From an optimization exercise on the open Yosys and OpenROAD flow, aimed at small area and a short achievable clock period; shortcuts taken in it are not production practice. Only simulation tests tie the RTL to the original design; equivalence was not proved. Power and IR drop assume default switching activity.

$ cat flow/config.mk
export PLATFORM = sky130hd
export DESIGN_NAME = alu8_top
export DESIGN_NICKNAME = alu8_top
export VERILOG_FILES = /design/flow/design.v
export SDC_FILE = /design/flow/constraint.sdc
export NUM_CORES = 4
export LEC_CHECK = 0
export CAP_MARGIN = 20
export CORE_MARGIN = 2
export CORE_UTILIZATION = 40
export SETUP_SLACK_MARGIN = 3.8
export SLEW_MARGIN = 20
$ cat flow/constraint.sdc
create_clock -name core_clock -period 6.0 [get_ports {clk}]
set_input_delay 1.2000 -clock core_clock [delete_from_list [all_inputs] [get_ports {clk}]]
set_output_delay 1.2000 -clock core_clock [all_outputs]
set_load 0.01 [all_outputs]
$ cat flow/design.v
`timescale 1ns / 1ns
module alu8_top(
    input            clk,
    input      [7:0] regA,
    input      [7:0] regB,
    input      [4:0] opcode,
    input      [7:0] flagsIn,
    output reg [7:0] res,
    output reg [7:0] flagsOut
);
    reg [7:0] regA_q, regB_q, flagsIn_q;
    reg [4:0] opcode_q;
    wire [7:0] res_d, flagsOut_d;
    alu8 u_alu(
        .regA(regA_q),
        .regB(regB_q),
        .opcode(opcode_q),
        .flagsIn(flagsIn_q),
        .res(res_d),
        .flagsOut(flagsOut_d)
    );
    always @(posedge clk) begin
        regA_q    <= regA;
        regB_q    <= regB;
        opcode_q  <= opcode;
        flagsIn_q <= flagsIn;
        res       <= res_d;
        flagsOut  <= flagsOut_d;
    end
endmodule

`timescale 1ns / 1ns
module alu8(
    input [7:0] regA, regB,
    input [4:0] opcode,
    input [7:0] flagsIn,
    output [7:0] res,
    output [7:0] flagsOut
);
    wire [7:0] A = regA;
    wire [7:0] B = regB;
    wire [4:0] op = opcode;
    wire cin = flagsIn[4];
    wire hin = flagsIn[5];
    wire nin = flagsIn[6];
    wire hi0 = ~op[4] & ~op[3];                         
    wire opAdd   = hi0 & ~op[2] & ~op[1];               
    wire opSub   = hi0 & ~op[2] & op[1];                
    wire opCP    = hi0 & op[2] & ~op[1] & ~op[0];       
    wire opAND   = hi0 & op[2] & ~op[1] & op[0];        
    wire opOR    = hi0 & op[2] & op[1] & ~op[0];        
    wire opXOR   = hi0 & op[2] & op[1] & op[0];         
    wire opRot   = ~op[4] & op[3];                      
    wire hi2 = op[4] & ~op[3];                          
    wire opSLA  = hi2 & (op[2:0] == 3'd0);
    wire opSRx  = hi2 & ~op[2] & (op[1] ^ op[0]);       
    wire opSWAP = hi2 & (op[2:0] == 3'd3);
    wire opBIT  = hi2 & (op[2:0] == 3'd4);
    wire opRES  = hi2 & (op[2:0] == 3'd5);
    wire opSET  = hi2 & (op[2:0] == 3'd6);
    wire opCCF  = hi2 & (op[2:0] == 3'd7);
    wire hi3 = op[4] & op[3];                           
    wire opSCF = hi3 & (op[2:0] == 3'd0);
    wire opDAA = hi3 & (op[2:0] == 3'd1);
    wire opCPL = hi3 & (op[2:0] == 3'd2);
    wire opArith = opAdd | opSub | opCP;
    wire sub     = opSub | opCP;
    wire opLeft  = (opRot & ~op[0]) | opSLA;
    wire opRight = (opRot & op[0]) | opSRx;
    wire daaLo = (~nin & A[3] & (A[2] | A[1])) | hin;
    wire [7:0] dOff = {1'b0, cin, cin, 1'b0, 1'b0, daaLo, daaLo, 1'b0} ^ {8{nin}};
    wire [7:0] bsel = 8'b1 << B[2:0];
    wire yB  = opAdd | opAND | opOR | opXOR;            
    wire yNB = sub;                                     
    wire [7:0] Y = ({8{yB}} & B) | ({8{yNB}} & ~B) | {8{opCPL}}
                 | ({8{opDAA}} & dOff) | ({8{opSET}} & bsel) | ({8{opRES}} & ~bsel);
    wire c0 = (opAdd & op[0] & cin) | (opSub & ~(op[0] & cin)) | opCP | (opDAA & nin);
    wire [7:0] g = A & Y;
    wire [7:0] t = A | Y;
    wire [7:0] p = A ^ Y;
    wire g0 = g[0] | (t[0] & c0);
    wire G10 = g[1] | (t[1] & g0);
    wire G32 = g[3] | (t[3] & g[2]), P32 = t[3] & t[2];
    wire G54 = g[5] | (t[5] & g[4]), P54 = t[5] & t[4];
    wire G76 = g[7] | (t[7] & g[6]), P76 = t[7] & t[6];
    wire G20 = g[2] | (t[2] & G10);
    wire G30 = G32 | (P32 & G10);
    wire G64 = g[6] | (t[6] & G54), P64 = t[6] & P54;
    wire G74 = G76 | (P76 & G54), P74 = P76 & P54;
    wire G40 = g[4] | (t[4] & G30);
    wire G50 = G54 | (P54 & G30);
    wire G60 = G64 | (P64 & G30);
    wire G70 = G74 | (P74 & G30);
    wire [8:0] c = {G70, G60, G50, G40, G30, G20, G10, g0, c0};
    wire [7:0] sum = p ^ c[7:0];
    wire sumZ = &(~(p ^ {t[6:0], c0}));
    wire lbit = ~op[4] & (op[2] ? A[7] : cin);
    wire rbit = op[4] ? (~op[1] & A[7]) : (op[2] ? A[0] : cin);
    wire sumEn = opAdd | opSub | opDAA;
    wire [7:0] other =
          ({8{opAND | opRES}} & g)
        | ({8{opOR | opSET}} & t)
        | ({8{opXOR | opCPL}} & p)
        | ({8{opLeft}} & {A[6:0], lbit})
        | ({8{opRight}} & {rbit, A[7:1]})
        | ({8{opSWAP}} & {A[3:0], A[7:4]});
    assign res = ({8{sumEn}} & sum) | other;
    wire bitZ = ~A[B[2:0]];
    wire otherZEn = opAND | opOR | opXOR | (opRot & ~op[1]) | opSLA | opSRx | opSWAP;
    wire fZ = (opArith & sumZ) | (otherZEn & ~|other) | ((opBIT | opDAA) & bitZ);
    wire fN = sub | opCPL | (opDAA & nin);
    wire fH = (opArith & (c[4] ^ sub)) | opAND | opCPL;
    wire fC = (opArith & (c[8] ^ sub)) | (opLeft & A[7]) | (opRight & A[0]) | (opCCF & ~cin) | opSCF | (opDAA & nin);
    assign flagsOut = {fZ, fN, fH, fC, 4'b0};
endmodule
$ cat flow/flow/run.sh
#!/bin/bash
# Own layout flow: the standard ORFS flow (standard.sh) on an equivalent
# description of alu8 (flow/alu8_syn.v) whose adder datapath is given as
# sky130 cells; the wrapper alu8_top is taken unchanged from design.v.
#  - adder-cell extraction (ADDER_MAP_FILE) off,
#  - ABC run with flow/abc.script instead of ORFS's abc_speed/abc_area,
#  - port buffers of a chosen cell, and CTS without dummy loads.
# Each tool's output goes to its own log under orfs/logs; make's output
# goes to flow_make.log.
set -o pipefail
HERE=$(pwd)
source "$HERE/flow/settings.sh"
# design: the wrapper module from design.v, then flow/alu8_syn.v
awk '/^[ \t]*module[ \t]+alu8_top/{p=1} p{print} p&&/^[ \t]*endmodule/{exit}' design.v > "$HERE/design_syn.v"
grep -q "module alu8_top" "$HERE/design_syn.v" || { echo "wrapper extraction failed"; exit 1; }
cat "$HERE/flow/alu8_syn.v" >> "$HERE/design_syn.v"
# ORFS synth.tcl with only the ABC script changed
sed "s#log_cmd abc {\*}\$abc_args#log_cmd abc -script $HERE/flow/abc.script {*}[lrange \$abc_args 2 end]#" \
    "$FLOW_HOME/scripts/synth.tcl" > "$HERE/synth_mod.tcl"
grep -q "flow/abc.script" "$HERE/synth_mod.tcl" || { echo "synth.tcl patch failed"; exit 1; }
sed "s#\$::env(SCRIPTS_DIR)/synth.tcl#$HERE/synth_mod.tcl#" synth_recipe.tcl > "$HERE/my_synth.tcl"
grep -q "synth_mod.tcl" "$HERE/my_synth.tcl" || { echo "synth_recipe.tcl patch failed"; exit 1; }
bash standard.sh VERILOG_FILES="$HERE/design_syn.v" SYNTH_SCRIPT="$HERE/my_synth.tcl" ADDER_MAP_FILE= \
    "BUFFER_PORTS_ARGS=$BUFFER_PORTS_ARGS" "CTS_ARGS=$CTS_ARGS" $EXTRA finish > flow_make.log 2>&1
$ cat flow/flow/abc.script
strash
dch -f
map -D 1000
topo
$ cat flow/flow/alu8_syn.v
`timescale 1ns / 1ns

// alu8 for layout: the adder (generate/propagate terms, carries, sum, zero
// test and the last gate of each output bit) is given as sky130 cells; the
// rest, including the adder's second operand Y, is left to synthesis.
// Same function as rtl/alu8.v.
module alu8(
    input [7:0] regA, regB,
    input [4:0] opcode,
    input [7:0] flagsIn,

    output [7:0] res,
    output [7:0] flagsOut
);

    wire [7:0] A = regA;
    wire [7:0] B = regB;
    wire [4:0] op = opcode;
    wire cin = flagsIn[4];
    wire hin = flagsIn[5];
    wire nin = flagsIn[6];

    // opcode decode
    wire hi0 = ~op[4] & ~op[3];                        // 0..7
    wire opAdd   = hi0 & ~op[2] & ~op[1];              // 0, 1
    wire opSub   = hi0 & ~op[2] & op[1];               // 2, 3
    wire opCP    = hi0 & op[2] & ~op[1] & ~op[0];      // 4
    wire opAND   = hi0 & op[2] & ~op[1] & op[0];       // 5
    wire opOR    = hi0 & op[2] & op[1] & ~op[0];       // 6
    wire opXOR   = hi0 & op[2] & op[1] & op[0];        // 7
    wire opRot   = ~op[4] & op[3];                     // 8..15
    wire hi2 = op[4] & ~op[3];                         // 16..23
    wire opSLA  = hi2 & (op[2:0] == 3'd0);
    wire opSRx  = hi2 & ~op[2] & (op[1] ^ op[0]);      // 17, 18
    wire opSWAP = hi2 & (op[2:0] == 3'd3);
    wire opBIT  = hi2 & (op[2:0] == 3'd4);
    wire opRES  = hi2 & (op[2:0] == 3'd5);
    wire opSET  = hi2 & (op[2:0] == 3'd6);
    wire opCCF  = hi2 & (op[2:0] == 3'd7);
    wire hi3 = op[4] & op[3];                          // 24..31
    wire opSCF = hi3 & (op[2:0] == 3'd0);
    wire opDAA = hi3 & (op[2:0] == 3'd1);
    wire opCPL = hi3 & (op[2:0] == 3'd2);

    wire opArith = opAdd | opSub | opCP;
    wire sub     = opSub | opCP;
    wire opLeft  = (opRot & ~op[0]) | opSLA;
    wire opRight = (opRot & op[0]) | opSRx;

    // second operand: B for ADD/ADC/AND/OR, ~B for SUB/SBC/CP/XOR (so that
    // XOR's zero flag is the adder's A - B == 0), all ones for CPL, the DAA
    // correction, or the RES/SET bit mask
    wire daaLo = (~nin & A[3] & (A[2] | A[1])) | hin;
    wire [7:0] dOff = {1'b0, cin, cin, 1'b0, 1'b0, daaLo, daaLo, 1'b0} ^ {8{nin}};
    wire [7:0] bsel = 8'b1 << B[2:0];
    wire yB  = opAdd | opAND | opOR;
    wire yNB = sub | opXOR;
    wire [7:0] Y = ({8{yB}} & B) | ({8{yNB}} & ~B) | {8{opCPL}}
                 | ({8{opDAA}} & dOff) | ({8{opSET}} & bsel) | ({8{opRES}} & ~bsel);
    wire c0 = (opAdd & op[0] & cin) | (opSub & ~(op[0] & cin)) | opCP | opXOR | (opDAA & nin);
    assign nc0 = ~c0;
    assign nen_s = ~(opAdd | opSub | opDAA);

        wire ng0;
    wire nt0;
    wire p0;
    wire ng1;
    wire nt1;
    wire p1;
    wire ng2;
    wire nt2;
    wire p2;
    wire ng3;
    wire nt3;
    wire p3;
    wire ng4;
    wire nt4;
    wire p4;
    wire ng5;
    wire nt5;
    wire p5;
    wire ng6;
    wire nt6;
    wire p6;
    wire ng7;
    wire nt7;
    wire p7;
    wire c1;
    wire G21;
    wire T21;
    wire G43;
    wire T43;
    wire G65;
    wire T65;
    wire g1;
    wire t1;
    wire g5;
    wire t5;
    wire nc2;
    wire nc3;
    wire nG63;
    wire nT63;
    wire nG53;
    wire nT53;
    wire nG43;
    wire nT43;
    wire c4;
    wire c5;
    wire c6;
    wire c7;
    wire g7;
    wire t7;
    wire nc8;
    wire ns0;
    wire ns1;
    wire ns2;
    wire ns3;
    wire ns4;
    wire ns5;
    wire ns6;
    wire ns7;
    wire z1;
    wire z2;
    wire z3;
    wire z4;
    wire z5;
    wire z6;
    wire z7;
    wire nzA;
    wire nzB;
    wire fZ;
    wire fH;
    wire fC;
    wire nArith;
    wire nArithZ;
    wire nZrest;
    wire H0;
    wire H1;
    wire K0;
    wire K1;
    wire nc0;
    wire nen_s;
    wire [7:0] nM;
    sky130_fd_sc_hd__nand2_1 h1 (.A(A[0]), .B(Y[0]), .Y(ng0));
    sky130_fd_sc_hd__nor2_1 h2 (.A(A[0]), .B(Y[0]), .Y(nt0));
    sky130_fd_sc_hd__xor2_1 h3 (.A(A[0]), .B(Y[0]), .X(p0));
    sky130_fd_sc_hd__nand2_1 h4 (.A(A[1]), .B(Y[1]), .Y(ng1));
    sky130_fd_sc_hd__nor2_1 h5 (.A(A[1]), .B(Y[1]), .Y(nt1));
    sky130_fd_sc_hd__xor2_1 h6 (.A(A[1]), .B(Y[1]), .X(p1));
    sky130_fd_sc_hd__nand2_1 h7 (.A(A[2]), .B(Y[2]), .Y(ng2));
    sky130_fd_sc_hd__nor2_1 h8 (.A(A[2]), .B(Y[2]), .Y(nt2));
    sky130_fd_sc_hd__xor2_1 h9 (.A(A[2]), .B(Y[2]), .X(p2));
    sky130_fd_sc_hd__nand2_1 h10 (.A(A[3]), .B(Y[3]), .Y(ng3));
    sky130_fd_sc_hd__nor2_1 h11 (.A(A[3]), .B(Y[3]), .Y(nt3));
    sky130_fd_sc_hd__xor2_1 h12 (.A(A[3]), .B(Y[3]), .X(p3));
    sky130_fd_sc_hd__nand2_1 h13 (.A(A[4]), .B(Y[4]), .Y(ng4));
    sky130_fd_sc_hd__nor2_1 h14 (.A(A[4]), .B(Y[4]), .Y(nt4));
    sky130_fd_sc_hd__xor2_1 h15 (.A(A[4]), .B(Y[4]), .X(p4));
    sky130_fd_sc_hd__nand2_1 h16 (.A(A[5]), .B(Y[5]), .Y(ng5));
    sky130_fd_sc_hd__nor2_1 h17 (.A(A[5]), .B(Y[5]), .Y(nt5));
    sky130_fd_sc_hd__xor2_1 h18 (.A(A[5]), .B(Y[5]), .X(p5));
    sky130_fd_sc_hd__nand2_1 h19 (.A(A[6]), .B(Y[6]), .Y(ng6));
    sky130_fd_sc_hd__nor2_1 h20 (.A(A[6]), .B(Y[6]), .Y(nt6));
    sky130_fd_sc_hd__xor2_1 h21 (.A(A[6]), .B(Y[6]), .X(p6));
    sky130_fd_sc_hd__nand2_1 h22 (.A(A[7]), .B(Y[7]), .Y(ng7));
    sky130_fd_sc_hd__nor2_1 h23 (.A(A[7]), .B(Y[7]), .Y(nt7));
    sky130_fd_sc_hd__xor2_1 h24 (.A(A[7]), .B(Y[7]), .X(p7));
    sky130_fd_sc_hd__o21ai_1 h25 (.A1(nt0), .A2(nc0), .B1(ng0), .Y(c1));
    sky130_fd_sc_hd__o21ai_1 h26 (.A1(nt2), .A2(ng1), .B1(ng2), .Y(G21));
    sky130_fd_sc_hd__nor2_1 h27 (.A(nt2), .B(nt1), .Y(T21));
    sky130_fd_sc_hd__o21ai_1 h28 (.A1(nt4), .A2(ng3), .B1(ng4), .Y(G43));
    sky130_fd_sc_hd__nor2_1 h29 (.A(nt4), .B(nt3), .Y(T43));
    sky130_fd_sc_hd__o21ai_1 h30 (.A1(nt6), .A2(ng5), .B1(ng6), .Y(G65));
    sky130_fd_sc_hd__nor2_1 h31 (.A(nt6), .B(nt5), .Y(T65));
    sky130_fd_sc_hd__inv_1 h32 (.A(ng1), .Y(g1));
    sky130_fd_sc_hd__inv_1 h33 (.A(nt1), .Y(t1));
    sky130_fd_sc_hd__inv_1 h34 (.A(ng5), .Y(g5));
    sky130_fd_sc_hd__inv_1 h35 (.A(nt5), .Y(t5));
    sky130_fd_sc_hd__a21oi_1 h36 (.A1(t1), .A2(c1), .B1(g1), .Y(nc2));
    sky130_fd_sc_hd__a21oi_1 h37 (.A1(T21), .A2(c1), .B1(G21), .Y(nc3));
    sky130_fd_sc_hd__a21oi_1 h38 (.A1(T65), .A2(G43), .B1(G65), .Y(nG63));
    sky130_fd_sc_hd__nand2_1 h39 (.A(T65), .B(T43), .Y(nT63));
    sky130_fd_sc_hd__a21oi_1 h40 (.A1(t5), .A2(G43), .B1(g5), .Y(nG53));
    sky130_fd_sc_hd__nand2_1 h41 (.A(t5), .B(T43), .Y(nT53));
    sky130_fd_sc_hd__inv_1 h42 (.A(G43), .Y(nG43));
    sky130_fd_sc_hd__inv_1 h43 (.A(T43), .Y(nT43));
    sky130_fd_sc_hd__o21ai_1 h44 (.A1(nt3), .A2(nc3), .B1(ng3), .Y(c4));
    sky130_fd_sc_hd__o21ai_1 h45 (.A1(nT43), .A2(nc3), .B1(nG43), .Y(c5));
    sky130_fd_sc_hd__o21ai_1 h46 (.A1(nT53), .A2(nc3), .B1(nG53), .Y(c6));
    sky130_fd_sc_hd__o21ai_1 h47 (.A1(nT63), .A2(nc3), .B1(nG63), .Y(c7));
    sky130_fd_sc_hd__inv_1 h48 (.A(ng7), .Y(g7));
    sky130_fd_sc_hd__inv_1 h49 (.A(nt7), .Y(t7));
    sky130_fd_sc_hd__a21oi_1 h50 (.A1(t7), .A2(c7), .B1(g7), .Y(nc8));
    sky130_fd_sc_hd__xor2_1 h51 (.A(p0), .B(nc0), .X(ns0));
    sky130_fd_sc_hd__xnor2_1 h52 (.A(p1), .B(c1), .Y(ns1));
    sky130_fd_sc_hd__xor2_1 h53 (.A(p2), .B(nc2), .X(ns2));
    sky130_fd_sc_hd__xor2_1 h54 (.A(p3), .B(nc3), .X(ns3));
    sky130_fd_sc_hd__xnor2_1 h55 (.A(p4), .B(c4), .Y(ns4));
    sky130_fd_sc_hd__xnor2_1 h56 (.A(p5), .B(c5), .Y(ns5));
    sky130_fd_sc_hd__xnor2_1 h57 (.A(p6), .B(c6), .Y(ns6));
    sky130_fd_sc_hd__xnor2_1 h58 (.A(p7), .B(c7), .Y(ns7));
    sky130_fd_sc_hd__o21ai_1 h59 (.A1(nen_s), .A2(ns0), .B1(nM[0]), .Y(res[0]));
    sky130_fd_sc_hd__o21ai_1 h60 (.A1(nen_s), .A2(ns1), .B1(nM[1]), .Y(res[1]));
    sky130_fd_sc_hd__o21ai_1 h61 (.A1(nen_s), .A2(ns2), .B1(nM[2]), .Y(res[2]));
    sky130_fd_sc_hd__o21ai_1 h62 (.A1(nen_s), .A2(ns3), .B1(nM[3]), .Y(res[3]));
    sky130_fd_sc_hd__o21ai_1 h63 (.A1(nen_s), .A2(ns4), .B1(nM[4]), .Y(res[4]));
    sky130_fd_sc_hd__o21ai_1 h64 (.A1(nen_s), .A2(ns5), .B1(nM[5]), .Y(res[5]));
    sky130_fd_sc_hd__o21ai_1 h65 (.A1(nen_s), .A2(ns6), .B1(nM[6]), .Y(res[6]));
    sky130_fd_sc_hd__o21ai_1 h66 (.A1(nen_s), .A2(ns7), .B1(nM[7]), .Y(res[7]));
    sky130_fd_sc_hd__xor2_1 h67 (.A(p1), .B(nt0), .X(z1));
    sky130_fd_sc_hd__xor2_1 h68 (.A(p2), .B(nt1), .X(z2));
    sky130_fd_sc_hd__xor2_1 h69 (.A(p3), .B(nt2), .X(z3));
    sky130_fd_sc_hd__xor2_1 h70 (.A(p4), .B(nt3), .X(z4));
    sky130_fd_sc_hd__xor2_1 h71 (.A(p5), .B(nt4), .X(z5));
    sky130_fd_sc_hd__xor2_1 h72 (.A(p6), .B(nt5), .X(z6));
    sky130_fd_sc_hd__xor2_1 h73 (.A(p7), .B(nt6), .X(z7));
    sky130_fd_sc_hd__nand4_1 h74 (.A(ns0), .B(z1), .C(z2), .D(z3), .Y(nzA));
    sky130_fd_sc_hd__nand4_1 h75 (.A(z4), .B(z5), .C(z6), .D(z7), .Y(nzB));
    sky130_fd_sc_hd__o31ai_1 h76 (.A1(nArithZ), .A2(nzA), .A3(nzB), .B1(nZrest), .Y(fZ));
    sky130_fd_sc_hd__mux2_1 h77 (.A0(H0), .A1(H1), .S(c4), .X(fH));
    sky130_fd_sc_hd__mux2_1 h78 (.A0(K1), .A1(K0), .S(nc8), .X(fC));

    wire [7:0] g = ~{ng7, ng6, ng5, ng4, ng3, ng2, ng1, ng0};
    wire [7:0] t = ~{nt7, nt6, nt5, nt4, nt3, nt2, nt1, nt0};
    wire [7:0] p = {p7, p6, p5, p4, p3, p2, p1, p0};

    // shifts / rotates
    wire lbit = ~op[4] & (op[2] ? A[7] : cin);
    wire rbit = op[4] ? (~op[1] & A[7]) : (op[2] ? A[0] : cin);
    wire [7:0] Msh = ({8{opLeft}} & {A[6:0], lbit})
                   | ({8{opRight}} & {rbit, A[7:1]})
                   | ({8{opSWAP}} & {A[3:0], A[7:4]});

    // results of everything but ADD/ADC/SUB/SBC/DAA
    wire [7:0] M = ({8{opAND | opRES}} & g)
                 | ({8{opOR | opSET}} & t)
                 | ({8{opXOR}} & ~p)
                 | ({8{opCPL}} & p)
                 | Msh;
    assign nM = ~M;

    // Z for the ops whose Z is not the adder's zero test (early signals only)
    wire bitZ = ~|(A & bsel);
    wire zShift = ((opRot & ~op[1]) | opSLA | opSRx | opSWAP) & ~|Msh;
    wire zLogic = (opAND & ~|(A & B)) | (opOR & ~|(A | B));
    assign nZrest = ~(zShift | zLogic | ((opBIT | opDAA) & bitZ));
    assign nArithZ = ~(opArith | opXOR);

    // H and C flags for each value of the carry out of bit 3 / bit 7
    wire hRest = opAND | opCPL;
    wire cRest = (opLeft & A[7]) | (opRight & A[0]) | (opCCF & ~cin) | opSCF | (opDAA & nin);
    assign H0 = (opArith & sub) | hRest;
    assign H1 = (opArith & ~sub) | hRest;
    assign K0 = (opArith & sub) | cRest;
    assign K1 = (opArith & ~sub) | cRest;
    wire fN = sub | opCPL | (opDAA & nin);

    assign flagsOut = {fZ, fN, fH, fC, 4'b0};

endmodule
$ cat flow/flow/settings.sh
BUFFER_PORTS_ARGS="-buffer_cell sky130_fd_sc_hd__buf_1"
CTS_ARGS="-sink_clustering_enable -repair_clock_nets -dont_use_dummy_load"
EXTRA=""
$ cat flow/standard.sh
#!/bin/bash
# synth_recipe.tcl (not shown) runs the flow's synth.tcl, then flattens the netlist and writes it again
# the make line also repeats each setting of config.mk as NAME=value (left out here)
make -C /OpenROAD-flow-scripts/flow DESIGN_CONFIG=/design/flow/config.mk WORK_HOME=/design/flow/orfs CLKGATE_MAP_FILE= SYNTH_SCRIPT=/design/flow/synth_recipe.tcl "${@:-finish}"
==> impl_metrics.ini, run 1 <==
[cells_and_area]
syn_to_final_growth_pct = 58.5
fin_nets = 428
post-route-util_pct = 64.7
finalInstanceArea_um2 = 3500
insertedDiodeCount = 0
drive_above_1_share_pct = 36.4

[pwr]
ir_worst_vdd_mv = 0.129
power_frac_comb_pct = 36.1
pwr-share-clk_pct = 22.3
p_seq_share_pct = 41.6
p_switching_w = 0.000240
p_int_w = 0.000445
leakage_nw = 1.37
power-per-cell-area_nw_per_um2 = 196
p_sw_share_pct = 35.0

[critical_path]
crit_family = simple AND/OR/NAND/NOR gates
cp_max_fo = 8
path_class = flop to flop
path_cells = nor3_2, nand2_1, nand2_2, nor2_4, o2111ai_4, nor2_4, nor2_4, a21oi_4, o21ai_2, a21oi_2, mux2_4
max_stage_delay_ps = 440
worst-path-buf-inv = 0
cp_common_cell = nor2_4
arrival_ps = 2730
cp-end-kind = flop
cp_data_required_time_ps = 6170
slowest_stage = nor2_4
cp-start-kind = flop

[route]
vias_per_cell = 5.78
routedWlPerCell_um = 16.5
drt-pass1-iter-count = 7
first_iter_violations = 250
wl_um = 7720
vias = 2703
drc_errors = 0
ant_nets = 0

[clocking]
htree_levels = 2
cts_buffers = 5
insertion_delay_ps = 280
cts_root_buf = clkbuf_8
cts.clk_slew.worst_paths_ps = 70
cts_tree = yes
clockBufferDepth = 2
cts_hold_buffers = 0
clock-sinks = 36

[die]
start_util_pct = 40.8
fp.coreArea_um2 = 5410
die_w_um = 78.3
dieArea_um2 = 6120
ios = 46
rows = 27
die_h_um = 78.3

[grt]
antenna_found_initial = 0
grt_max_degree = 12
grtUsageTotal_pct = 24.9
globalRouteOverflowTotal = 0
grt_pass1_wl_um = 12000
grt_pass1_vias = 2512

[yosys]
syn-instance-count = 315
async_flop_share_pct = 0
synthTopCellsByArea = dfxtp_1 (33%), nand2_1 (9.4%), xor2_1 (7.1%)
synth_common_cells = nand2_1 (55), nor2_1 (41), dfxtp_1 (36), clkinv_1 (24), xor2_1 (18)
synth_warnings = 1
synth_largest_area_cell = dfxtp_1
synth_top_flop_cell = dfxtp_1
synth.most_common_cell = nand2_1
synth_edf_count = 0
ys_types = 28
ys_ff_latch = 36
synth_top_cell_area_share_pct = 32.7
synthesis.area_um2 = 2210
syn_avg_cell_area_um2 = 7.00
synth-seq-area-share_pct = 32.7

[place]
io_buffers = 36
gp_congestion = 0.887
place_area_um2 = 2570
dpl.hpwl_um = 4770
dp_slack_ps = 3010

[sta]
setup_violations = 0
maxSlewHeadroom_pct = 30.6
min_period_ps = 2560
hold_viol_final = 0
fmax_mhz = 390
worst_slew_pin_slew_ps = 1030
min_period_over_period_pct = 42.7
hold_slack_ps = 690
skew_ps = 14.6
layout_setup_ws_ps = 3440
slew_violations = 0
rsz0062_at_grt = yes
setup_tns_ps = 0

[job]
maxCapViolCount = 0

[worst_hold_path]
worst_hold_path_type = flop to flop

[outcome]
status = complete, no violations
-- layout by cell type (no fill, tap or decap), types with 5 or more instances in the layout --
master,n
nor2_2,7
buf_1,36
nand2_1,46
o21ai_1,10
o21ai_2,5
nand4_1,6
a22oi_1,12
nand3_1,13
o2111ai_4,7
o22ai_1,11
xor2_1,9
buf_4,38
a2111oi_2,6
clkinv_1,15
inv_1,8
dfxtp_4,7
dfxtp_1,27
o21ai_0,11
nand2_2,7
clkbuf_8,5
nor2_4,13
nor2_1,21
xor2_2,5
a21oi_1,8
-- path summary, 6_finish.rpt --
path,startpoint,end,slack [ps],cells past startpoint
setup / recovery,opcode_q[4],flagsOut[4],3440,11
hold / removal,opcode_q[2],flagsOut[7],690,3
setup reg to reg,opcode_q[4],flagsOut[4],3440,11
hold reg to reg,opcode_q[2],flagsOut[7],690,3
-- state kept, by name, summed over array words and instances, names as in the netlist --
name       count
regA_q         8
regB_q         8
res            8
opcode_q       5
flagsOut       4
flagsIn_q      3
-- layer usage --
metal,GRT usage (%),up-vias,share of wire (%)
li1,-,1271,-
met4,10.9,0,4.2
met3,4.02,33,7.6
met2,43.9,165,50
met5,0,-,0
met1,29.9,1234,38
-- layout make-up --
cell class                      instances  area (um^2)
Sequential cell                        36          749
Multi-Input combinational cell        246         1990
Clock buffer                            5         68.8
Fill cell                             459         1910
Inverter                               32          141
Tap cell                               72         90.1
Timing Repair Buffer                   77          454
-- tightest hold or removal path: cells and delay by family (launching register included) --
family / cells / cell delay (ps)
and+or+nand+nor: 2 / 170
AOI/OAI and AO/OA: 1 / 80
DFF: 1 / 380
-- kinds of logic after synthesis --
family	count (synthesis)	synth area share, %
simple gates	127	24.1
xor+xnor	23	9.13
buf+inv	36	6.81
mux	2	1.02
flops	36	32.7
other cells	1	0.170
compound gates	90	26.1
-- per-stage QoR --
stage,power [W],cells
after floorplan,0.000401,318
after global placement,0.000439,422
after detailed placement,0.000441,422
after CTS,0.000655,457
after global routing,0.000724,468
final,0.000685,468
-- power by group through the flow --
stage / combinational, W / sequential [W] / clock, W
final: 0.000247 / 0.000285 / 0.000153
after global placement: 0.000154 / 0.000285 / 0
after CTS: 0.000214 / 0.000283 / 0.000158
after global routing: 0.000266 / 0.000287 / 0.000171
after detailed placement: 0.000155 / 0.000285 / 0
after floorplan: 0.000114 / 0.000287 / 0
-- repair_timing --
action                     4_1_cts  5_1_grt
setup endpoints to repair       11       11
pin swaps                       28       19
buffers inserted                30       11
gates resized for setup         75       37
==> inputs of run 2 (changes only) <==
==> flow/flow/alu8_syn.v (replaced) <==
`timescale 1ns / 1ns

// alu8 for layout: the adder (generate/propagate terms, carries, sum, zero
// test and the last gate of each output bit) is given as sky130 cells; the
// rest, including the adder's second operand Y, is left to synthesis.
// Same function as rtl/alu8.v.
module alu8(
    input [7:0] regA, regB,
    input [4:0] opcode,
    input [7:0] flagsIn,

    output [7:0] res,
    output [7:0] flagsOut
);

    wire [7:0] A = regA;
    wire [7:0] B = regB;
    wire [4:0] op = opcode;
    wire cin = flagsIn[4];
    wire hin = flagsIn[5];
    wire nin = flagsIn[6];

    // opcode decode
    wire hi0 = ~op[4] & ~op[3];                        // 0..7
    wire opAdd   = hi0 & ~op[2] & ~op[1];              // 0, 1
    wire opSub   = hi0 & ~op[2] & op[1];               // 2, 3
    wire opCP    = hi0 & op[2] & ~op[1] & ~op[0];      // 4
    wire opAND   = hi0 & op[2] & ~op[1] & op[0];       // 5
    wire opOR    = hi0 & op[2] & op[1] & ~op[0];       // 6
    wire opXOR   = hi0 & op[2] & op[1] & op[0];        // 7
    wire opRot   = ~op[4] & op[3];                     // 8..15
    wire hi2 = op[4] & ~op[3];                         // 16..23
    wire opSLA  = hi2 & (op[2:0] == 3'd0);
    wire opSRx  = hi2 & ~op[2] & (op[1] ^ op[0]);      // 17, 18
    wire opSWAP = hi2 & (op[2:0] == 3'd3);
    wire opBIT  = hi2 & (op[2:0] == 3'd4);
    wire opRES  = hi2 & (op[2:0] == 3'd5);
    wire opSET  = hi2 & (op[2:0] == 3'd6);
    wire opCCF  = hi2 & (op[2:0] == 3'd7);
    wire hi3 = op[4] & op[3];                          // 24..31
    wire opSCF = hi3 & (op[2:0] == 3'd0);
    wire opDAA = hi3 & (op[2:0] == 3'd1);
    wire opCPL = hi3 & (op[2:0] == 3'd2);

    wire opArith = opAdd | opSub | opCP;
    wire sub     = opSub | opCP;
    wire opLeft  = (opRot & ~op[0]) | opSLA;
    wire opRight = (opRot & op[0]) | opSRx;

    // second operand: B for ADD/ADC/AND/OR, ~B for SUB/SBC/CP/XOR (so that
    // XOR's zero flag is the adder's A - B == 0), all ones for CPL, the DAA
    // correction, or the RES/SET bit mask
    wire daaLo = (~nin & A[3] & (A[2] | A[1])) | hin;
    wire [7:0] dOff = {1'b0, cin, cin, 1'b0, 1'b0, daaLo, daaLo, 1'b0} ^ {8{nin}};
    wire [7:0] bsel = 8'b1 << B[2:0];
    // Y = B (ops 0, 1, 5, 6), ~B (ops 2, 3, 4, 7), or the bits of kc; the
    // B / ~B part is decoded by the cells below
    wire [7:0] kc = {8{opCPL}} | ({8{opDAA}} & dOff) | ({8{opSET}} & bsel) | ({8{opRES}} & ~bsel);
    assign nkc = ~kc;
    wire [7:0] Y;
    wire c0 = (opAdd & op[0] & cin) | (opSub & ~(op[0] & cin)) | opCP | opXOR | (opDAA & nin);
    assign nc0 = ~c0;
    assign nen_s = ~(opAdd | opSub | opDAA);

        wire nx;
    wire mB;
    wire yB;
    wire yNB;
    wire nm0;
    wire nm1;
    wire nm2;
    wire nm3;
    wire nm4;
    wire nm5;
    wire nm6;
    wire nm7;
    wire ng0;
    wire nt0;
    wire p0;
    wire ng1;
    wire nt1;
    wire p1;
    wire ng2;
    wire nt2;
    wire p2;
    wire ng3;
    wire nt3;
    wire p3;
    wire ng4;
    wire nt4;
    wire p4;
    wire ng5;
    wire nt5;
    wire p5;
    wire ng6;
    wire nt6;
    wire p6;
    wire ng7;
    wire nt7;
    wire p7;
    wire c1;
    wire G21;
    wire T21;
    wire G43;
    wire T43;
    wire G65;
    wire T65;
    wire g1;
    wire t1;
    wire g5;
    wire t5;
    wire nc2;
    wire nc3;
    wire nG63;
    wire nT63;
    wire nG53;
    wire nT53;
    wire nG43;
    wire nT43;
    wire c4;
    wire c5;
    wire c6;
    wire c7;
    wire g7;
    wire t7;
    wire nc8;
    wire ns0;
    wire ns1;
    wire ns2;
    wire ns3;
    wire ns4;
    wire ns5;
    wire ns6;
    wire ns7;
    wire z1;
    wire z2;
    wire z3;
    wire z4;
    wire z5;
    wire z6;
    wire z7;
    wire nzA;
    wire nzB;
    wire fZ;
    wire fH;
    wire fC;
    wire nArith;
    wire nArithZ;
    wire nZrest;
    wire H0;
    wire H1;
    wire K0;
    wire K1;
    wire nc0;
    wire nen_s;
    wire [7:0] nM;
    wire [7:0] nkc;
    sky130_fd_sc_hd__xnor2_1 h1 (.A(op[1]), .B(op[0]), .Y(nx));
    sky130_fd_sc_hd__mux2i_1 h2 (.A0(op[1]), .A1(nx), .S(op[2]), .Y(mB));
    sky130_fd_sc_hd__nor2b_1 h3 (.A(op[4]), .B_N(mB), .Y(yB));
    sky130_fd_sc_hd__nor2_1 h4 (.A(op[4]), .B(mB), .Y(yNB));
    sky130_fd_sc_hd__mux2i_1 h5 (.A0(yNB), .A1(yB), .S(B[0]), .Y(nm0));
    sky130_fd_sc_hd__nand2_1 h6 (.A(nm0), .B(nkc[0]), .Y(Y[0]));
    sky130_fd_sc_hd__mux2i_1 h7 (.A0(yNB), .A1(yB), .S(B[1]), .Y(nm1));
    sky130_fd_sc_hd__nand2_1 h8 (.A(nm1), .B(nkc[1]), .Y(Y[1]));
    sky130_fd_sc_hd__mux2i_1 h9 (.A0(yNB), .A1(yB), .S(B[2]), .Y(nm2));
    sky130_fd_sc_hd__nand2_1 h10 (.A(nm2), .B(nkc[2]), .Y(Y[2]));
    sky130_fd_sc_hd__mux2i_1 h11 (.A0(yNB), .A1(yB), .S(B[3]), .Y(nm3));
    sky130_fd_sc_hd__nand2_1 h12 (.A(nm3), .B(nkc[3]), .Y(Y[3]));
    sky130_fd_sc_hd__mux2i_1 h13 (.A0(yNB), .A1(yB), .S(B[4]), .Y(nm4));
    sky130_fd_sc_hd__nand2_1 h14 (.A(nm4), .B(nkc[4]), .Y(Y[4]));
    sky130_fd_sc_hd__mux2i_1 h15 (.A0(yNB), .A1(yB), .S(B[5]), .Y(nm5));
    sky130_fd_sc_hd__nand2_1 h16 (.A(nm5), .B(nkc[5]), .Y(Y[5]));
    sky130_fd_sc_hd__mux2i_1 h17 (.A0(yNB), .A1(yB), .S(B[6]), .Y(nm6));
    sky130_fd_sc_hd__nand2_1 h18 (.A(nm6), .B(nkc[6]), .Y(Y[6]));
    sky130_fd_sc_hd__mux2i_1 h19 (.A0(yNB), .A1(yB), .S(B[7]), .Y(nm7));
    sky130_fd_sc_hd__nand2_1 h20 (.A(nm7), .B(nkc[7]), .Y(Y[7]));
    sky130_fd_sc_hd__nand2_1 h21 (.A(A[0]), .B(Y[0]), .Y(ng0));
    sky130_fd_sc_hd__nor2_1 h22 (.A(A[0]), .B(Y[0]), .Y(nt0));
    sky130_fd_sc_hd__xor2_1 h23 (.A(A[0]), .B(Y[0]), .X(p0));
    sky130_fd_sc_hd__nand2_1 h24 (.A(A[1]), .B(Y[1]), .Y(ng1));
    sky130_fd_sc_hd__nor2_1 h25 (.A(A[1]), .B(Y[1]), .Y(nt1));
    sky130_fd_sc_hd__xor2_1 h26 (.A(A[1]), .B(Y[1]), .X(p1));
    sky130_fd_sc_hd__nand2_1 h27 (.A(A[2]), .B(Y[2]), .Y(ng2));
    sky130_fd_sc_hd__nor2_1 h28 (.A(A[2]), .B(Y[2]), .Y(nt2));
    sky130_fd_sc_hd__xor2_1 h29 (.A(A[2]), .B(Y[2]), .X(p2));
    sky130_fd_sc_hd__nand2_1 h30 (.A(A[3]), .B(Y[3]), .Y(ng3));
    sky130_fd_sc_hd__nor2_1 h31 (.A(A[3]), .B(Y[3]), .Y(nt3));
    sky130_fd_sc_hd__xor2_1 h32 (.A(A[3]), .B(Y[3]), .X(p3));
    sky130_fd_sc_hd__nand2_1 h33 (.A(A[4]), .B(Y[4]), .Y(ng4));
    sky130_fd_sc_hd__nor2_1 h34 (.A(A[4]), .B(Y[4]), .Y(nt4));
    sky130_fd_sc_hd__xor2_1 h35 (.A(A[4]), .B(Y[4]), .X(p4));
    sky130_fd_sc_hd__nand2_1 h36 (.A(A[5]), .B(Y[5]), .Y(ng5));
    sky130_fd_sc_hd__nor2_1 h37 (.A(A[5]), .B(Y[5]), .Y(nt5));
    sky130_fd_sc_hd__xor2_1 h38 (.A(A[5]), .B(Y[5]), .X(p5));
    sky130_fd_sc_hd__nand2_1 h39 (.A(A[6]), .B(Y[6]), .Y(ng6));
    sky130_fd_sc_hd__nor2_1 h40 (.A(A[6]), .B(Y[6]), .Y(nt6));
    sky130_fd_sc_hd__xor2_1 h41 (.A(A[6]), .B(Y[6]), .X(p6));
    sky130_fd_sc_hd__nand2_1 h42 (.A(A[7]), .B(Y[7]), .Y(ng7));
    sky130_fd_sc_hd__nor2_1 h43 (.A(A[7]), .B(Y[7]), .Y(nt7));
    sky130_fd_sc_hd__xor2_1 h44 (.A(A[7]), .B(Y[7]), .X(p7));
    sky130_fd_sc_hd__o21ai_1 h45 (.A1(nt0), .A2(nc0), .B1(ng0), .Y(c1));
    sky130_fd_sc_hd__o21ai_1 h46 (.A1(nt2), .A2(ng1), .B1(ng2), .Y(G21));
    sky130_fd_sc_hd__nor2_1 h47 (.A(nt2), .B(nt1), .Y(T21));
    sky130_fd_sc_hd__o21ai_1 h48 (.A1(nt4), .A2(ng3), .B1(ng4), .Y(G43));
    sky130_fd_sc_hd__nor2_1 h49 (.A(nt4), .B(nt3), .Y(T43));
    sky130_fd_sc_hd__o21ai_1 h50 (.A1(nt6), .A2(ng5), .B1(ng6), .Y(G65));
    sky130_fd_sc_hd__nor2_1 h51 (.A(nt6), .B(nt5), .Y(T65));
    sky130_fd_sc_hd__inv_1 h52 (.A(ng1), .Y(g1));
    sky130_fd_sc_hd__inv_1 h53 (.A(nt1), .Y(t1));
    sky130_fd_sc_hd__inv_1 h54 (.A(ng5), .Y(g5));
    sky130_fd_sc_hd__inv_1 h55 (.A(nt5), .Y(t5));
    sky130_fd_sc_hd__a21oi_1 h56 (.A1(t1), .A2(c1), .B1(g1), .Y(nc2));
    sky130_fd_sc_hd__a21oi_1 h57 (.A1(T21), .A2(c1), .B1(G21), .Y(nc3));
    sky130_fd_sc_hd__a21oi_1 h58 (.A1(T65), .A2(G43), .B1(G65), .Y(nG63));
    sky130_fd_sc_hd__nand2_1 h59 (.A(T65), .B(T43), .Y(nT63));
    sky130_fd_sc_hd__a21oi_1 h60 (.A1(t5), .A2(G43), .B1(g5), .Y(nG53));
    sky130_fd_sc_hd__nand2_1 h61 (.A(t5), .B(T43), .Y(nT53));
    sky130_fd_sc_hd__inv_1 h62 (.A(G43), .Y(nG43));
    sky130_fd_sc_hd__inv_1 h63 (.A(T43), .Y(nT43));
    sky130_fd_sc_hd__o21ai_1 h64 (.A1(nt3), .A2(nc3), .B1(ng3), .Y(c4));
    sky130_fd_sc_hd__o21ai_1 h65 (.A1(nT43), .A2(nc3), .B1(nG43), .Y(c5));
    sky130_fd_sc_hd__o21ai_1 h66 (.A1(nT53), .A2(nc3), .B1(nG53), .Y(c6));
    sky130_fd_sc_hd__o21ai_1 h67 (.A1(nT63), .A2(nc3), .B1(nG63), .Y(c7));
    sky130_fd_sc_hd__inv_1 h68 (.A(ng7), .Y(g7));
    sky130_fd_sc_hd__inv_1 h69 (.A(nt7), .Y(t7));
    sky130_fd_sc_hd__a21oi_1 h70 (.A1(t7), .A2(c7), .B1(g7), .Y(nc8));
    sky130_fd_sc_hd__xor2_1 h71 (.A(p0), .B(nc0), .X(ns0));
    sky130_fd_sc_hd__xnor2_1 h72 (.A(p1), .B(c1), .Y(ns1));
    sky130_fd_sc_hd__xor2_1 h73 (.A(p2), .B(nc2), .X(ns2));
    sky130_fd_sc_hd__xor2_1 h74 (.A(p3), .B(nc3), .X(ns3));
    sky130_fd_sc_hd__xnor2_1 h75 (.A(p4), .B(c4), .Y(ns4));
    sky130_fd_sc_hd__xnor2_1 h76 (.A(p5), .B(c5), .Y(ns5));
    sky130_fd_sc_hd__xnor2_1 h77 (.A(p6), .B(c6), .Y(ns6));
    sky130_fd_sc_hd__xnor2_1 h78 (.A(p7), .B(c7), .Y(ns7));
    sky130_fd_sc_hd__o21ai_1 h79 (.A1(nen_s), .A2(ns0), .B1(nM[0]), .Y(res[0]));
    sky130_fd_sc_hd__o21ai_1 h80 (.A1(nen_s), .A2(ns1), .B1(nM[1]), .Y(res[1]));
    sky130_fd_sc_hd__o21ai_1 h81 (.A1(nen_s), .A2(ns2), .B1(nM[2]), .Y(res[2]));
    sky130_fd_sc_hd__o21ai_1 h82 (.A1(nen_s), .A2(ns3), .B1(nM[3]), .Y(res[3]));
    sky130_fd_sc_hd__o21ai_1 h83 (.A1(nen_s), .A2(ns4), .B1(nM[4]), .Y(res[4]));
    sky130_fd_sc_hd__o21ai_1 h84 (.A1(nen_s), .A2(ns5), .B1(nM[5]), .Y(res[5]));
    sky130_fd_sc_hd__o21ai_1 h85 (.A1(nen_s), .A2(ns6), .B1(nM[6]), .Y(res[6]));
    sky130_fd_sc_hd__o21ai_1 h86 (.A1(nen_s), .A2(ns7), .B1(nM[7]), .Y(res[7]));
    sky130_fd_sc_hd__xor2_1 h87 (.A(p1), .B(nt0), .X(z1));
    sky130_fd_sc_hd__xor2_1 h88 (.A(p2), .B(nt1), .X(z2));
    sky130_fd_sc_hd__xor2_1 h89 (.A(p3), .B(nt2), .X(z3));
    sky130_fd_sc_hd__xor2_1 h90 (.A(p4), .B(nt3), .X(z4));
    sky130_fd_sc_hd__xor2_1 h91 (.A(p5), .B(nt4), .X(z5));
    sky130_fd_sc_hd__xor2_1 h92 (.A(p6), .B(nt5), .X(z6));
    sky130_fd_sc_hd__xor2_1 h93 (.A(p7), .B(nt6), .X(z7));
    sky130_fd_sc_hd__nand4_1 h94 (.A(ns0), .B(z1), .C(z2), .D(z3), .Y(nzA));
    sky130_fd_sc_hd__nand4_1 h95 (.A(z4), .B(z5), .C(z6), .D(z7), .Y(nzB));
    sky130_fd_sc_hd__o31ai_1 h96 (.A1(nArithZ), .A2(nzA), .A3(nzB), .B1(nZrest), .Y(fZ));
    sky130_fd_sc_hd__mux2_1 h97 (.A0(H0), .A1(H1), .S(c4), .X(fH));
    sky130_fd_sc_hd__mux2_1 h98 (.A0(K1), .A1(K0), .S(nc8), .X(fC));

    wire [7:0] g = ~{ng7, ng6, ng5, ng4, ng3, ng2, ng1, ng0};
    wire [7:0] t = ~{nt7, nt6, nt5, nt4, nt3, nt2, nt1, nt0};
    wire [7:0] p = {p7, p6, p5, p4, p3, p2, p1, p0};

    // shifts / rotates
    wire lbit = ~op[4] & (op[2] ? A[7] : cin);
    wire rbit = op[4] ? (~op[1] & A[7]) : (op[2] ? A[0] : cin);
    wire [7:0] Msh = ({8{opLeft}} & {A[6:0], lbit})
                   | ({8{opRight}} & {rbit, A[7:1]})
                   | ({8{opSWAP}} & {A[3:0], A[7:4]});

    // results of everything but ADD/ADC/SUB/SBC/DAA
    wire [7:0] M = ({8{opAND | opRES}} & g)
                 | ({8{opOR | opSET}} & t)
                 | ({8{opXOR}} & ~p)
                 | ({8{opCPL}} & p)
                 | Msh;
    assign nM = ~M;

    // Z for the ops whose Z is not the adder's zero test (early signals only)
    wire bitZ = ~|(A & bsel);
    wire zShift = ((opRot & ~op[1]) | opSLA | opSRx | opSWAP) & ~|Msh;
    wire zLogic = (opAND & ~|(A & B)) | (opOR & ~|(A | B));
    assign nZrest = ~(zShift | zLogic | ((opBIT | opDAA) & bitZ));
    assign nArithZ = ~(opArith | opXOR);

    // H and C flags for each value of the carry out of bit 3 / bit 7
    wire hRest = opAND | opCPL;
    wire cRest = (opLeft & A[7]) | (opRight & A[0]) | (opCCF & ~cin) | opSCF | (opDAA & nin);
    assign H0 = (opArith & sub) | hRest;
    assign H1 = (opArith & ~sub) | hRest;
    assign K0 = (opArith & sub) | cRest;
    assign K1 = (opArith & ~sub) | cRest;
    wire fN = sub | opCPL | (opDAA & nin);

    assign flagsOut = {fZ, fN, fH, fC, 4'b0};

endmodule
--- a/flow/config.mk
+++ b/flow/config.mk
@@ -8,5 +8,5 @@
 export CAP_MARGIN = 20
 export CORE_MARGIN = 2
 export CORE_UTILIZATION = 40
-export SETUP_SLACK_MARGIN = 3.8
+export SETUP_SLACK_MARGIN = 3.6
 export SLEW_MARGIN = 20
==> impl_metrics.ini, run 2 <==
[cells_and_area]
fill_cells = 446
layout_commonest_cell = buf_4
insertedDiodeCount = 0
drive_above_1_share_pct = 38.3
fin_nets = 424
syn_to_final_growth_pct = 57.2
reg_top3 = regA_q: 8 flops, regB_q: 8 flops, res: 8 flops
final_cell_mix = buf_4 (43), buf_1 (36), nand2_1 (25), dfxtp_1 (25), nor2_1 (20)

[critical_path]
max_stage_delay_ps = 370
ff2ff_path_depth = 14
cp-start-kind = flop
worst-path-buf-inv = 1
r2r_slack_ps = 3480
slowest_stage = dfxtp_4
r2r-end = flagsOut[4]
cp-end-kind = flop
crit_family = compound AO/OA/AOI/OAI gates
cp_data_required_time_ps = 6180
arrival_ps = 2690
cp_max_fo = 4
path_cells = clkinv_4, nor2_4, nand4_1, nor2_4, nor2_4, o21ai_1, a31oi_1, nand2_2, nor2_4, o21ai_4, a21oi_4, o21ai_4, a21oi_4, mux2_4
r2r_start = opcode_q[0]
cp_common_cell = nor2_4
path_class = flop to flop

[clocking]
clockBufferDepth = 2
insertion_delay_ps = 290
cts_tree = yes
cts.clk_slew.worst_paths_ps = 70
clock-sinks = 36
cts_hold_buffers = 0
cts_root_buf = clkbuf_8
htree_levels = 2
cts_buffers = 5

[sta]
hold_viol_final = 0
slew_violations = 0
rsz0062_at_grt = yes
min_period_ps = 2520
setup_violations = 0
fmax_mhz = 397
setup_tns_ps = 0
maxSlewHeadroom_pct = 36.4
hold_slack_ps = 723
skew_ps = 13.1
worst_slew_pin_slew_ps = 950
min_period_over_period_pct = 42.0
layout_setup_ws_ps = 3480

[die]
start_util_pct = 41.0
dieArea_um2 = 6190
ios = 46
rows = 27
die_w_um = 78.7
die_h_um = 78.7
fp.coreArea_um2 = 5440

[route]
drt-pass1-iter-count = 5
vias_per_cell = 5.77
first_iter_violations = 201
routedWlPerCell_um = 16.3
vias = 2676
wl_um = 7560
drc_errors = 0
ant_nets = 0

[yosys]
synth_warnings = 1
synth_edf_count = 0
synth-seq-area-share_pct = 32.3
synthTopCellsByArea = dfxtp_1 (32%), xor2_1 (7.1%), nor2_1 (6.4%)
ys_types = 31
syn-instance-count = 305
async_flop_share_pct = 0
syn_avg_cell_area_um2 = 7.32
synthesis.area_um2 = 2230
synth_top_flop_cell = dfxtp_1
synth.most_common_cell = nor2_1
ys_ff_latch = 36
synth_common_cells = nor2_1 (38), nand2_1 (37), dfxtp_1 (36), clkinv_1 (22), o21ai_0 (19)
synth_top_cell_area_share_pct = 32.3
synth_largest_area_cell = dfxtp_1

[job]
maxCapViolCount = 0

[outcome]
status = complete, no violations

[worst_hold_path]
worst_hold_path_type = flop to flop
hold_start = opcode_q[1]
hold_path_end = flagsOut[6]
whs_path_depth = 3

[grt]
globalRouteOverflowTotal = 0
grt_pass1_vias = 2425
grt_max_degree = 13
grt_pass1_wl_um = 11600
antenna_found_initial = 0
grtUsageTotal_pct = 23.9

[pwr]
ir_worst_vdd_mv = 0.110
power-per-cell-area_nw_per_um2 = 204
leakage_nw = 1.36

[place]
dpl.hpwl_um = 4760
dp_slack_ps = 2900
io_buffers = 36
gp_congestion = 0.921
## run 2: cell count changes in the layout (fill, tap and decap cells not counted), moves of 4 or more
cell,change
mux2i_1,+8
a21oi_1,-5
o21ai_4,+4
o2111ai_4,-7
nor3_1,+5
buf_4,+5
o21ai_0,-4
o21ai_1,+7
nand2_1,-21
## run 2: layer usage
layer	routed length [um]	global-route usage [%]	vias to the layer above
met2	3760	37.2	134
met5	0	0	-
met3	526	4.09	15
met4	182	13.5	0
met1	3090	31.4	1257
li1	-	-	1270
## run 2: timing repair
action / CTS / global route
setup endpoints to repair: 11 / 11
pin swaps: 25 / 36
buffers inserted: 26 / 21
gates resized for setup: 95 / 55
## run 2: cells by family after synthesis
logic type | share of synthesized area (%)
AOI/OAI and AO/OA | 26.0
xor gates and xnor gates | 9.81
buffers and inverters | 6.39
DFF | 32.3
muxes | 5.04
other | 0.168
and+or+nand+nor | 20.3
## run 2: final cells by class
type	count	area [um^2]	area share (%)
clock buffer	5	68.8	1.96
inverter	30	131	3.74
tap	72	90.1	2.57
timing repair buffer	83	512	14.6
sequential	36	752	21.4
multi-input combinational	238	1960	55.7
## run 2: worst reg2reg max path: stages (launching register included)
cell and delay, ps:
dfxtp_4 370, clkinv_4 70, nor2_4 40, nand4_1 160
nor2_4 70, nor2_4 160, o21ai_1 80, a31oi_1 200
nand2_2 160, nor2_4 170, o21ai_4 80, a21oi_4 230
o21ai_4 100, a21oi_4 200, mux2_4 310
## run 2: how the worst max path moves through the flow
stage           startpoint     endpoint  slack (ps)  cells past startpoint
2_1_floorplan  opcode_q[2]  flagsOut[4]        3600                     13
4_1_cts        opcode_q[0]  flagsOut[4]        3540                     14
3_3_place_gp   opcode_q[3]  flagsOut[4]        2890                     13
3_5_place_dp   opcode_q[3]  flagsOut[4]        2900                     13
5_1_grt        opcode_q[2]  flagsOut[4]        3370                     13
6_report       opcode_q[0]  flagsOut[4]        3480                     14
## run 2: per-stage QoR
stage / std cells / total power (W) / area [um^2] / utilization [%]
floorplan: 308 / 0.000404 / 2280 / -
global placement: 412 / 0.000444 / 2480 / 45.5
detailed placement: 412 / 0.000445 / 2480 / 45.5
CTS: 443 / 0.000657 / 3120 / 57.4
global route: 464 / 0.000751 / 3510 / 64.5
finish: 464 / 0.000715 / 3510 / 64.5
## run 2: power breakdown
group / total (W) / internal (W) / switching (W)
Sequential: 0.000280 / 0.000259 / 0.0000206
Clock: 0.000155 / 0.0000748 / 0.0000798
Combinational: 0.000281 / 0.000126 / 0.000155
==> inputs of run 3 (changes only) <==
--- a/flow/config.mk
+++ b/flow/config.mk
@@ -8,5 +8,5 @@
 export CAP_MARGIN = 20
 export CORE_MARGIN = 2
 export CORE_UTILIZATION = 40
-export SETUP_SLACK_MARGIN = 3.6
+export SETUP_SLACK_MARGIN = 3.8
 export SLEW_MARGIN = 20
==> impl_metrics.ini, run 3 <==
[cells_and_area]
regArea_um2 = 749
fin_nets = 435
syn_to_final_growth_pct = 60.5
multi_input_area_um2 = 1930
drive_above_1_share_pct = 39.7
final_cell_mix = buf_4 (49), buf_1 (36), dfxtp_1 (25)
insertedDiodeCount = 0
fill_cells = 433
reg_top3 = regA_q: 8 flops, regB_q: 8 flops, res: 8 flops
stdcell_count = 475
layout_commonest_cell = buf_4

[route]
routed-wl-met3_um = 519
dr_wl_met2_um = 4050
vias = 2759
routedWlPerCell_um = 17.0
top_layer = met4
met1_length_um = 3280
ant_nets = 0
first_iter_violations = 175
drc_errors = 0
vias_per_cell = 5.81
wl_um = 8090
drt-pass1-iter-count = 5

[yosys]
synth_top_flop_cell = dfxtp_1
syn_avg_cell_area_um2 = 7.32
ys_ff_latch = 36
synth_top_cell_area_share_pct = 32.3
synth_edf_count = 0
synthesis.area_um2 = 2230
synth_warnings = 1
synthTopCellsByArea = dfxtp_1 (32%), xor2_1 (7.1%), nor2_1 (6.4%)
synth_largest_area_cell = dfxtp_1
synth_common_cells = nor2_1 (38), nand2_1 (37), dfxtp_1 (36), clkinv_1 (22), o21ai_0 (19)
async_flop_share_pct = 0
synth-seq-area-share_pct = 32.3
synth.most_common_cell = nor2_1
syn-instance-count = 305
ys_types = 31

[clocking]
cts_root_buf = clkbuf_8
clockBufferDepth = 2
cts_tree = yes
cts_buffers = 5
insertion_delay_ps = 290
cts_hold_buffers = 0
cts.clk_slew.worst_paths_ps = 70
clock-sinks = 36
htree_levels = 2

[pwr]
p_sw_share_pct = 35.6
leakage_nw = 1.40
p_switching_w = 0.000260
p_int_w = 0.000470
power-per-cell-area_nw_per_um2 = 204
pwr-share-clk_pct = 21.2
finalPower_w = 0.000730
ir_worst_vdd_mv = 0.134
power_frac_comb_pct = 39.9
p_seq_share_pct = 38.9

[sta]
rsz0062_at_grt = yes
layout_setup_ws_ps = 3370
min_period_over_period_pct = 43.9
worst_slew_pin_slew_ps = 854
min_period_ps = 2630
skew_ps = 12.2
setup_tns_ps = 0
hold_slack_ps = 694
hold_viol_final = 0
maxSlewHeadroom_pct = 42.7
fmax_mhz = 380
setup_violations = 0
slew_violations = 0

[critical_path]
cp_common_cell = nor2_4
max_stage_delay_ps = 370
r2r_start = opcode_q[0]
r2r-end = flagsOut[4]
path_class = flop to flop
arrival_ps = 2810
ff2ff_path_depth = 13
cp_max_fo = 4
cp-end-kind = flop
r2r_slack_ps = 3370
cp-startpoint = opcode_q[0]
cp_data_required_time_ps = 6180
cp-start-kind = flop
cp-endpoint = flagsOut[4]
path_cells = clkinv_4, nor2_4, nand4_1, buf_4, o21ai_4, a311oi_2, nand2_2, nor2_4, nor2_2, a21oi_4, o21ai_2, a21oi_2, mux2_4
slowest_stage = dfxtp_4

[die]
rows = 27
fp.coreArea_um2 = 5440
die_h_um = 78.7
ios = 46
die_w_um = 78.7
start_util_pct = 41.0
dieArea_um2 = 6190

[grt]
grt_pass1_vias = 2632
grtUsageTotal_pct = 26.3
grt_pass1_wl_um = 12700
grt_max_degree = 12
antenna_found_initial = 0
globalRouteOverflowTotal = 0

[job]
maxCapViolCount = 0

[place]
io_buffers = 36
gp_congestion = 0.938
dpl.hpwl_um = 4760
dp_cells = 412
dp_slack_ps = 2970

[outcome]
status = complete, no violations

[worst_hold_path]
worst_hold_path_type = flop to flop
==> run 3: cell counts after synthesis <==
Identical to the previous run, type by type.
==> run 3: worst min-delay path by stage <==
stage / startpoint / end / slack, ps / cells after the start
2_1_floorplan: opcode_q[1] / flagsOut[6] / 570 / 2
3_3_place_gp: opcode_q[1] / flagsOut[6] / 640 / 2
3_5_place_dp: opcode_q[1] / flagsOut[6] / 620 / 2
4_1_cts: opcode_q[1] / flagsOut[6] / 680 / 3
5_1_grt: opcode_q[1] / flagsOut[6] / 720 / 3
6_report: opcode_q[1] / flagsOut[6] / 690 / 3
==> run 3: kinds of logic (layout without fill, tap and decap cells) <==
group / count (synthesis) / in the layout / share of synthesized area, %
AND/OR/NAND/NOR: 107 / 107 / 20.3
XOR/XNOR: 25 / 25 / 9.81
flip-flops: 36 / 36 / 32.3
buffers and inverters: 34 / 129 / 6.39
AO/OA/AOI/OAI: 91 / 91 / 26.0
multiplexers: 11 / 11 / 5.04
other: 1 / 4 / 0.168
==> run 3: layout make-up <==
type / count / share of cell area (%)
multi-input combinational: 238 / 53.9
sequential: 36 / 20.9
timing repair buffer: 94 / 16.9
inverter: 30 / 3.91
tap: 72 / 2.51
clock buffer: 5 / 1.92
==> run 3: timing repair <==
action                                  in CTS  in global routing
pin swaps                                   37                 27
gates resized for setup                    116                 25
endpoints found under the setup margin      11                 11
setup buffers                               51                  7
==> run 3: through the flow <==
stage / util [%] / cell area [um^2]
final: 65.9 / 3580
after CTS: 62.9 / 3420
after global placement: 45.9 / 2500
after detailed placement: 45.9 / 2500
after floorplan: - / 2300
after global routing: 65.9 / 3580
==> run 3: per-layer routing <==
layer	vias up	global-route usage [%]
met3	22	4.66
met2	143	45.1
met1	1304	31.6
li1	1290	-
met5	-	0
met4	0	13.0
==> run 3: power groups by stage <==
stage | registers, W | clock network (W) | logic [W]
2_1_floorplan | 0.000287 | 0 | 0.000118
3_3_place_gp | 0.000284 | 0 | 0.000160
3_5_place_dp | 0.000284 | 0 | 0.000162
4_1_cts | 0.000282 | 0.000159 | 0.000258
5_1_grt | 0.000286 | 0.000166 | 0.000310
6_report | 0.000284 | 0.000155 | 0.000292
==> run 3: worst max-delay path, delay by kind of cell, from the launching register on <==
kind / cells / cell delay [ps]
DFF: 1 / 370
buffers and inverters: 2 / 270
muxes: 1 / 320
AOI/OAI and AO/OA: 5 / 880
and+or+nand+nor: 5 / 670
==> inputs of run 4 (changes only) <==
==> flow/flow/abc.script (replaced) <==
strash
dch
map -B 0.9
topo
stime -c
buffer -c
upsize -c
dnsize -c
--- a/flow/config.mk
+++ b/flow/config.mk
@@ -8,5 +8,5 @@
 export CAP_MARGIN = 20
 export CORE_MARGIN = 2
 export CORE_UTILIZATION = 40
-export SETUP_SLACK_MARGIN = 3.8
+export SETUP_SLACK_MARGIN = 3.6
 export SLEW_MARGIN = 20
==> impl_metrics.ini, run 4 <==
[route]
drt-pass1-iter-count = 5
vias_per_cell = 5.50
wl_um = 7710
drc_errors = 0
ant_nets = 0
routedWlPerCell_um = 15.5
routed-wl-met3_um = 548
vias = 2739
first_iter_violations = 194
dr_wl_met2_um = 3820
met1_length_um = 3210
top_layer = met4

[pwr]
power-per-cell-area_nw_per_um2 = 199
ir_worst_vdd_mv = 0.139
leakage_nw = 1.47
finalPower_w = 0.000682

[cells_and_area]
fin_nets = 455
regArea_um2 = 754
stdcell_count = 498
drive_above_1_share_pct = 35.2
multi_input_area_um2 = 2010
syn_to_final_growth_pct = 37.0
layout_commonest_cell = nand2_1
post-route-util_pct = 57.3
insertedDiodeCount = 0
reg_top3 = regA_q: 8 flops, regB_q: 8 flops, res: 8 flops
fill_cells = 560
final_cell_mix = nand2_1 (61), buf_1 (36), nor2_1 (28)

[critical_path]
cp-endpoint = flagsOut[4]
cp_data_required_time_ps = 6180
cp-end-kind = flop
r2r_slack_ps = 3570
path_class = flop to flop
r2r_start = opcode_q[1]
arrival_ps = 2610
cp-start-kind = flop
cp-startpoint = opcode_q[1]
cp_max_fo = 4
r2r-end = flagsOut[4]
ff2ff_path_depth = 15

[die]
die_w_um = 83.1
start_util_pct = 41.8
ios = 46
fp.coreArea_um2 = 5990
rows = 28
die_h_um = 83.1
dieArea_um2 = 6910

[yosys]
ys_types = 37
async_flop_share_pct = 0
synth_top_cell_area_share_pct = 28.8
synthesis.area_um2 = 2500
ys_ff_latch = 36
synth_largest_area_cell = dfxtp_1
synth.most_common_cell = nand2_1
syn_avg_cell_area_um2 = 7.02
synth_edf_count = 0
synth-seq-area-share_pct = 28.8
synth_common_cells = nand2_1 (72), nor2_1 (39), dfxtp_1 (36), inv_1 (29), o21ai_1 (19)
syn-instance-count = 357
synth_warnings = 1
synthTopCellsByArea = dfxtp_1 (29%), nand2_1 (11%), xor2_1 (6.3%)
synth_top_flop_cell = dfxtp_1

[place]
dp_cells = 465
io_buffers = 36
gp_congestion = 0.931
dpl.hpwl_um = 5060
dp_slack_ps = 2890

[clocking]
cts_tree = yes
htree_levels = 2
cts.clk_slew.worst_paths_ps = 70
cts_root_buf = clkbuf_8
clock-sinks = 36
insertion_delay_ps = 280
clockBufferDepth = 2
cts_buffers = 5

[sta]
hold_viol_final = 0
layout_setup_ws_ps = 3570
min_period_over_period_pct = 40.5
slew_violations = 0
maxSlewHeadroom_pct = 52.8
min_period_ps = 2430
setup_tns_ps = 0
worst_slew_pin_slew_ps = 705
skew_ps = 5.16
setup_violations = 0
rsz0062_at_grt = yes
fmax_mhz = 411

[worst_hold_path]
worst_hold_path_type = flop to flop

[grt]
grt_pass1_vias = 2472
globalRouteOverflowTotal = 0
grt_pass1_wl_um = 11800
antenna_found_initial = 0
grt_max_degree = 13
grtUsageTotal_pct = 21.2

[job]
maxCapViolCount = 0

[outcome]
status = complete, no violations
run 4: changes by cell type after synthesis, sizes merged, moves of 9 or more:
cell	previous run	this run
o31ai	1	10
inv	8	37
clkinv	22	0
a22oi	11	1
o21ai	35	25
nor2	38	47
a2111oi	10	0
nand2	37	84
run 4: stage by stage:
stage               instance area (um^2)  hold WS (ps)
finish                              3430           787
global route                        3430           845
CTS                                 3180           764
detailed placement                  2720           764
global placement                    2720           767
floorplan                           2540           660
run 4: critical path, stage by stage (launching register included):
cell and delay, ps:
dfxtp_4 390, inv_2 70, nand2_4 60, inv_1 60
nand2_2 130, inv_2 60, nand2_1 70, o21ai_2 80
a211oi_2 190, nand2_2 160, nor2_4 160, nor2_2 70
a21oi_4 210, o21ai_2 90, a21oi_2 200, mux2_4 320
run 4: layout make-up:
cell class                 instances  share of cell area, %
timing repair buffer              64                   10.4
sequential                        36                   22.0
inverter                          37                   4.34
tap                               75                   2.74
clock buffer                       5                   2.01
multi-input combinational        281                   58.5
run 4: power breakdown:
group | internal, W | switching [W] | leakage [nW] | total (W)
Clock | 0.0000749 | 0.0000813 | 0.0359 | 0.000156
Sequential | 0.000259 | 0.0000256 | 0.305 | 0.000285
Combinational | 0.000101 | 0.000140 | 1.13 | 0.000241
run 4: timing repair:
action	4_1_cts	5_1_grt
resized for setup	66	41
setup endpoints to repair	11	9
endpoints found under the hold margin	0	0
buffers inserted	20	8
hold buffers	0	0
cloned	0	0
pin swaps	24	24
run 4: cell families (layout without fill, tap and decap cells):
group	after synthesis	after routing	synth area share [%]
AOI/OAI and AO/OA	66	66	16.2
xor gates and xnor gates	24	24	8.39
buffers and inverters	43	106	7.39
DFF	36	36	28.8
muxes	11	11	4.50
other	1	4	0.150
and+or+nand+nor	176	176	34.6
run 4: worst min-delay path by stage:
stage / from / to / slack (ps) / cells after the start
floorplan: flagsIn_q[6] / flagsOut[6] / 660 / 6
finish: regA_q[1] / res[2] / 790 / 4
global placement: flagsIn_q[6] / flagsOut[6] / 770 / 6
detailed placement: flagsIn_q[6] / flagsOut[6] / 760 / 6
CTS: regA_q[1] / res[2] / 760 / 4
global route: regA_q[1] / res[2] / 840 / 4
run 4: layer usage:
| metal | vias up | global-route usage (%) |
|---|---|---|
| met5 | - | 0 |
| met4 | 0 | 7.15 |
| met3 | 18 | 3.08 |
| met2 | 150 | 37.0 |
| met1 | 1240 | 26.7 |
| li1 | 1331 | - |

-- port drivers added, routing unchanged --
The flow's constraints put no driver on any port. The routed layouts listed below were extracted and timed again, unchanged, in two steps. Step 1 sets driving cells, clkbuf_16 on the clock port and buf_2 on the other inputs (assumed; they add their load-dependent delay and slew). Step 2 adds t to the input delays and takes it off the output delays; t is the mean of the earliest and latest rising clock arrival at the registers after step 1. Input paths then give back, and output paths get back, about the clock's delay inside the block. Three values: no drivers, after step 1, after step 2; two values: the first two.
run | shift t [ns] | setup WS [ns] | hold slack, ns | latest minus earliest clock arrival (ns) | pins driven straight from the clock port
run 1 | 0.308 | 3.436 / 3.436 / 3.436 | 0.690 / 0.690 / 0.690 | 0.015 / 0.014 | 1
run 2 | 0.314 | 3.482 / 3.482 / 3.482 | 0.723 / 0.723 / 0.723 | 0.013 / 0.013 | 1
run 3 | 0.308 | 3.365 / 3.365 / 3.365 | 0.694 / 0.694 / 0.694 | 0.012 / 0.012 | 1
run 4 | 0.311 | 3.568 / 3.568 / 3.568 | 0.787 / 0.787 / 0.787 | 0.005 / 0.006 | 1
After both steps every run listed still meets setup and hold.
